This design comes from an exercise in tuning for a short achievable clock period and few clock cycles on the open sky130 flow, not from production work.
Function was checked by simulation only, so behaviour that the tests miss may differ from the original.
No activity file was given, so power comes from the tool's default toggle rates.

Setup of v27:
## CONNECTED
module CONNECTED
    (
    input clk, rst,
    input [31:0] mem_rdata,
    output [31:0] mem_addr, mem_wdata,
    output mem_we, mem_re
    );
Size: about 100 I/O pins.
clock: 8.0 ns
lec_check: 0
abc_clock_period_in_ps: 2500
cap_margin: 20
core_margin: 2
core_utilization: 40
place_density: 0.6
setup_slack_margin: 5
slew_margin: 20
synth_hierarchical: 1
synth_minimum_keep_size: 0
run.sh (not shown) runs the stock make flow with config.mk's settings and CLKGATE_MAP_FILE= SYNTH_SCRIPT=/design/flow/synth_recipe.tcl, a recipe that flattens the netlist after the stock synthesis.
Testbench counts of v27, summed over its fixed seeds: cycles 80,955.
The inputs of v3 differ from those of v27 as listed below.
-- flow/design.v --
<<< v27, line 27
    PFXLVL #(16) l5(.gi(g4), .pi(p4), .go(g5), .po(p5));
    assign c = {g5[30:0], 1'b0};
endmodule
module alu_control( ALUCtl, ALUOp, FuncCode);
>>> v3, line 27
    PFXLVL #(16) l5(.gi(g4), .pi(p4), .go(g5), .po(p5));
    assign c = {g5[30:0], 1'b0};
endmodule
module SEL16 #(parameter W = 1) (input [3:0] idx, input [16*W-1:0] d, output [W-1:0] q);
    assign q = d[idx*W +: W];
endmodule
module alu_control( ALUCtl, ALUOp, FuncCode);
<<< v27, line 214
    integer mi;
    always @* for (mi = 0; mi < CN; mi = mi + 1) cmatch[mi] = c_v[mi] & (c_tag[mi] == fa[11:CB]);
    wire chit = cmatch[cidx];
    wire [31:0] fins = mcyc ? c_ins[cidx] : fw;
    reg [31:0] ir;
    reg [11:0] pcD;
>>> v3, line 217
    integer mi;
    always @* for (mi = 0; mi < CN; mi = mi + 1) cmatch[mi] = c_v[mi] & (c_tag[mi] == fa[11:CB]);
    wire chit;
    wire [31:0] c_ins_r;
    wire [11:0] c_nxt_r;
    wire [32*CN-1:0] c_ins_v;
    wire [12*CN-1:0] c_nxt_v;
    genvar gi;
    generate
        for (gi = 0; gi < CN; gi = gi + 1) begin : cflat
            assign c_ins_v[32*gi +: 32] = c_ins[gi];
            assign c_nxt_v[12*gi +: 12] = c_nxt[gi];
        end
    endgenerate
    assign chit = cmatch[cidx];
    SEL16 #(32) sel_ins(.idx(cidx), .d(c_ins_v), .q(c_ins_r));
    SEL16 #(12) sel_nxt(.idx(cidx), .d(c_nxt_v), .q(c_nxt_r));
    wire [31:0] fins = mcyc ? c_ins_r : fw;
    reg [31:0] ir;
    reg [11:0] pcD;
<<< v27, line 292
    wire        ximm = stallE ? immSelE : immSelD;
    wire [31:0] xI   = stallE ? immE : immD;
    wire [31:0] aIn  = stallE ? (xA ^ {32{xsub}}) : opAs;
    wire [31:0] bIn  = ximm ? xI : xB;
    wire moveD   = ~stallE;
    wire fetch   = (~mcyc | chit) & (moveD | ~vD);
    wire [11:0] fa_inc  = fa + 12'd1;
    wire        useT    = ~mcyc & predT_F & ~mispE;
    wire [11:0] fa_oth  = mispE ? altE : (~mcyc ? fa_inc : (fetch ? c_nxt[cidx] : fa));
    wire [11:0] fa_next = useT ? tgtF : fa_oth;
    wire [11:0] aout_next = (useT & ~memE) ? tgtF : (memE & ~mispE) ? daddr : fa_oth;
    integer ci, wi;
    always @(posedge clk) begin
>>> v3, line 309
    wire        ximm = stallE ? immSelE : immSelD;
    wire [31:0] xI   = stallE ? immE : immD;
    wire        fAn  = ~stallE & fA;
    wire        fBn  = ~ximm & ~stallE & fB;
    wire        rfA  = ~stallE & ~mA & ~wA;
    wire        rfB  = ~ximm & ~stallE & ~mB & ~wB;
    wire [31:0] aAlt = stallE ? ((ldA ? mem_rdata : Araw) ^ {32{subE}}) : ((mA ? mem_rdata : W) ^ {32{subD}});
    wire [31:0] bAlt = ximm ? xI : stallE ? (ldB ? mem_rdata : Braw) : mB ? mem_rdata : W;
    wire [31:0] aIn  = fAn ? (subD ? resEn : resE) : rfA ? (rf_a ^ {32{subD}}) : aAlt;
    wire [31:0] bIn  = fBn ? resE : rfB ? rf_b : bAlt;
    wire moveD   = ~stallE;
    wire fetch   = (~mcyc | chit) & (moveD | ~vD);
    wire loadD   = moveD | ~vD;
    wire [11:0] fa_inc  = fa + 12'd1;
    wire        useT    = ~mcyc & predT_F & ~mispE;
    wire        useC    = mcyc & fetch & ~mispE;
    wire [11:0] fa_oth  = mispE ? altE : (~mcyc ? fa_inc : fa);
    wire [11:0] fa_next = useC ? c_nxt_r : useT ? tgtF : fa_oth;
    wire [11:0] aout_next = (useC & ~memE) ? c_nxt_r : (useT & ~memE) ? tgtF : (memE & ~mispE) ? daddr : fa_oth;
    integer ci, wi;
    always @(posedge clk) begin
<<< v27, line 328
            wsel  <= (exE & (isR_E | isLW_E) & wrE) ? (16'd1 << rdE) : 16'd0;
            wld   <= isLW_E;
            if (fetch) irOK <= 1'b1;
            for (ci = 0; ci < CN; ci = ci + 1) if (irOK & pcDoh[ci]) c_v[ci] <= 1'b1;
        end
>>> v3, line 353
            wsel  <= (exE & (isR_E | isLW_E) & wrE) ? (16'd1 << rdE) : 16'd0;
            wld   <= isLW_E;
            if (loadD) irOK <= ~mcyc | chit;
            for (ci = 0; ci < CN; ci = ci + 1) if (irOK & pcDoh[ci]) c_v[ci] <= 1'b1;
        end
<<< v27, line 339
                c_nxt[wi] <= predT_D ? tgtD : pcD1;
            end
        if (fetch) begin
            ir   <= fins;
            pcD  <= fa;
>>> v3, line 364
                c_nxt[wi] <= predT_D ? tgtD : pcD1;
            end
        if (loadD) begin
            ir   <= fins;
            pcD  <= fa;
Findings:
- Comparing count of antenna diodes in the layout for v3 and v27, the smaller number came from v27.
- Relative to v27, count of filler cells inserted in the layout has increased by 1,117 in v3.
- v3 vs v27 on number of clock buffers in the layout: v3 is the lower one.
- The run showing the smaller sequential power is v3.
- Looking only at count of buffering cells on the critical path with inverters included, and setting everything else aside, the lower value of v3 and v27 goes to v27.
- The run showing the smaller area growth from synthesis to layout is v3.
- In the reports for v3 and v27, the smaller clock period minus final worst setup slack belongs to v3.
- Summary of v3 over v27: clock group share of total power shows an increase of 1.0 points; post-route total power shows a reduction of about 3.3%; worst clock skew shows an increase of 9.7 ps; number of buffers created by CTS shows a reduction of 0.56%.
- Between v27 and v3, the flow reports width of the die increasing by a few percent.
Testbench counts of v3, summed over its fixed seeds: cycles 80,955.

[what the ideal ports hide]
In the flow no input, the clock included, has a driving cell. The finished layouts below were timed again as built, in two steps. Step 1 sets driving cells, clkbuf_16 on the clock port and buf_2 on the other inputs (assumed; they add their load-dependent delay and slew). Step 2 moves the port delays by t, midway between the first and last clock arrival at a register: inputs arrive t later, outputs are due t later. That takes back most of the time a late clock gives input paths. a / b / c = ideal ports / drivers / drivers and shift; a / b = the first two.
run | t (ns) | setup slack, ns | worst setup path after step 2 | worst register clock-pin slew, ns
v27 | 0.927 | 4.917 / 4.871 / 4.043 | input to register | 0.07 / 0.07
v3 | 0.910 | 4.964 / 4.827 / 3.917 | input to register | 0.07 / 0.07
After both steps setup and hold are still met in every run listed. For v3, which loses most, drivers alone change the setup slack by -0.137 ns; drivers and shift together by -1.047 ns.
